Context: an optimization exercise on an open-source flow, tuned for small area, a short achievable clock period and few clock cycles per item. The choices shown serve that exercise and are no tape-out recipe.
Only simulation tests tie the RTL to the original design; equivalence was not proved.

==> flow/design.v (excerpt) <==
module fpu_top
  (input wire         clk,
   input wire         rstn,
   input wire         start,
   input wire [3:0]   op,
   input wire [31:0]  a,
   input wire [31:0]  b,
   output wire        ready,
   output wire        done,
   output wire [31:0] result);
For scale: ~110 I/O pins.
==> flow/config.mk <==
export PLATFORM = sky130hd
export DESIGN_NAME = fpu_top
export DESIGN_NICKNAME = fpu_top
export VERILOG_FILES = /design/flow/design.v
export SDC_FILE = /design/flow/constraint.sdc
export NUM_CORES = 8
export LEC_CHECK = 0
export ABC_AREA = 1
export CAP_MARGIN = 20
export CORE_MARGIN = 2
export CORE_UTILIZATION = 45
export SLEW_MARGIN = 20
export TNS_END_PERCENT = 10
==> flow/constraint.sdc <==
create_clock -name core_clock -period 17.5 [get_ports {clk}]
set_input_delay 3.5000 -clock core_clock [delete_from_list [all_inputs] [get_ports {clk}]]
set_output_delay 3.5000 -clock core_clock [all_outputs]
set_load 0.01 [all_outputs]
standard.sh (not shown) runs the stock make flow with config.mk's settings and CLKGATE_MAP_FILE= SYNTH_SCRIPT=/design/flow/synth_recipe.tcl, a recipe that flattens the netlist after the stock synthesis.
==> flow/flow/run.sh <==
#!/bin/bash
export SETUP_SLACK_MARGIN=10.5
export BUFFER_PORTS_ARGS="-buffer_cell sky130_fd_sc_hd__buf_4"
bash standard.sh > standard.log 2>&1
Testbench counts at the start, summed over its fixed seeds: cycles 58,171, ops 24,000.
Rerun with:
CAP_MARGIN = 40   (was 20)
SLEW_MARGIN = 40   (was 20)
The new run went through all stages and came out clean.
Global-route usage goes up by 0.59 points.
Clock-buffer cell count drops by 12.
Via count hardly moves.
Worst setup slack loses 0.13 ns.
Final area rises by 0.47%.
Rerun with:
==> flow/flow/run.sh (replaced) <==
#!/bin/bash
export SETUP_SLACK_MARGIN=9
export BUFFER_PORTS_ARGS="-buffer_cell sky130_fd_sc_hd__buf_4"
bash standard.sh > standard.log 2>&1
ABC_AREA = not set   (was 1)
CAP_MARGIN = 20   (was 40)
SLEW_MARGIN = 20   (was 40)
Outcome: Wire length grows by about 10%. Die area went up by 13%. Area after synthesis rises by about 13%. Design area went up by about 10%.
Rerun with:
==> flow/flow/run.sh (replaced) <==
#!/bin/bash
export SETUP_SLACK_MARGIN=10
export BUFFER_PORTS_ARGS="-buffer_cell sky130_fd_sc_hd__buf_4"
bash standard.sh > standard.log 2>&1
ABC_AREA = 1   (was not set)
The changed run produced a clean layout.
Via count is lower by 10%.
Worst setup slack gets better by 0.58 ns.
Fmax is higher by 6.9%.
First-iteration DRC count is lower by 17%.
Synthesized area is lower by 11%.
Global-route usage is higher by 2.9 points.
Critical path depth is higher by 22.

Starting RTL as in the previous note.
==> flow/config.mk <==
export PLATFORM = sky130hd
export DESIGN_NAME = fpu_top
export DESIGN_NICKNAME = fpu_top
export VERILOG_FILES = /design/flow/design.v
export SDC_FILE = /design/flow/constraint.sdc
export NUM_CORES = 8
export LEC_CHECK = 0
export ABC_AREA = 1
export CAP_MARGIN = 20
export CORE_MARGIN = 2
export CORE_UTILIZATION = 42
export SLEW_MARGIN = 20
export TNS_END_PERCENT = 10
==> flow/constraint.sdc <==
create_clock -name core_clock -period 17.5 [get_ports {clk}]
set_input_delay 3.5000 -clock core_clock [delete_from_list [all_inputs] [get_ports {clk}]]
set_output_delay 3.5000 -clock core_clock [all_outputs]
set_load 0.01 [all_outputs]
==> flow/flow/run.sh <==
#!/bin/bash
export SETUP_SLACK_MARGIN=10.5
export BUFFER_PORTS_ARGS="-buffer_cell sky130_fd_sc_hd__buf_4"
bash standard.sh > standard.log 2>&1
Testbench counts at the start, summed over its fixed seeds: cycles 58,171, ops 24,000.
==> next run, changes <==
==> flow/flow/run.sh (replaced) <==
#!/bin/bash
export SETUP_SLACK_MARGIN=9
bash standard.sh > standard.log 2>&1
ABC_AREA = default   (was 1)
CORE_UTILIZATION = 45   (was 42)
=>
- utilization rises by 1.8 points
- via count rises by roughly a tenth
- non-clock buffer count rises by 9
- synthesized cell count rises by a few percent
- cell area rises by roughly a tenth
- worst setup slack gets worse by 0.66 ns
- die area rises by a few percent
==> next run, changes <==
==> flow/flow/run.sh (replaced) <==
#!/bin/bash
export SETUP_SLACK_MARGIN=10.5
export BUFFER_PORTS_ARGS="-buffer_cell sky130_fd_sc_hd__buf_4"
bash standard.sh > standard.log 2>&1
ABC_AREA = 1   (was default)
PLACE_DENSITY = 0.7   (was default)
Effect:
- This time the run reached the layout checks and failed them: capacitance limit, slew limit
- final area drops by a little under a tenth

-- port drivers added, routing unchanged --
How much do the figures lean on ideal ports? The routed layouts below were timed once more, with nothing changed but the port constraints. Step 1 (the two cells are an assumption about what drives the block):
set clk [get_ports {clk}]
set_driving_cell -lib_cell sky130_fd_sc_hd__clkbuf_16 $clk
set_driving_cell -lib_cell sky130_fd_sc_hd__buf_2 [delete_from_list [all_inputs] $clk]
Step 2 times the ports against the registers' clock, not the clock port: input delays grow and output delays shrink by t, the midpoint of the rising clock arrivals with the driver on. Slacks: ideal ports / drivers / drivers and shift; pairs: ideal ports / drivers.
run | shift t [ns] | setup slack, ns | worst setup path at the end | latest minus earliest clock arrival (ns)
the first run of note 1 | 0.760 | 9.220 / 9.127 / 8.733 | input to register | 0.037 / 0.037
the second run of note 1 | 0.743 | 9.094 / 9.078 / 8.891 | input to register | 0.050 / 0.050
the third run of note 1 | 0.731 | 8.574 / 8.471 / 8.626 | register to register | 0.048 / 0.048
the fourth run of note 1 | 0.720 | 9.151 / 9.145 / 9.042 | input to register | 0.031 / 0.031
the first run of note 2 | 0.746 | 9.179 / 9.094 / 8.613 | input to register | 0.033 / 0.033
the second run of note 2 | 0.772 | 8.516 / 8.408 / 7.985 | input to register | 0.024 / 0.024
the third run of note 2 | 0.716 | 9.194 / 9.147 / 8.805 | input to register | 0.037 / 0.037
The setup slack of the first run of note 2, which loses most, moves by -0.085 ns with the drivers and by -0.566 ns with both steps.
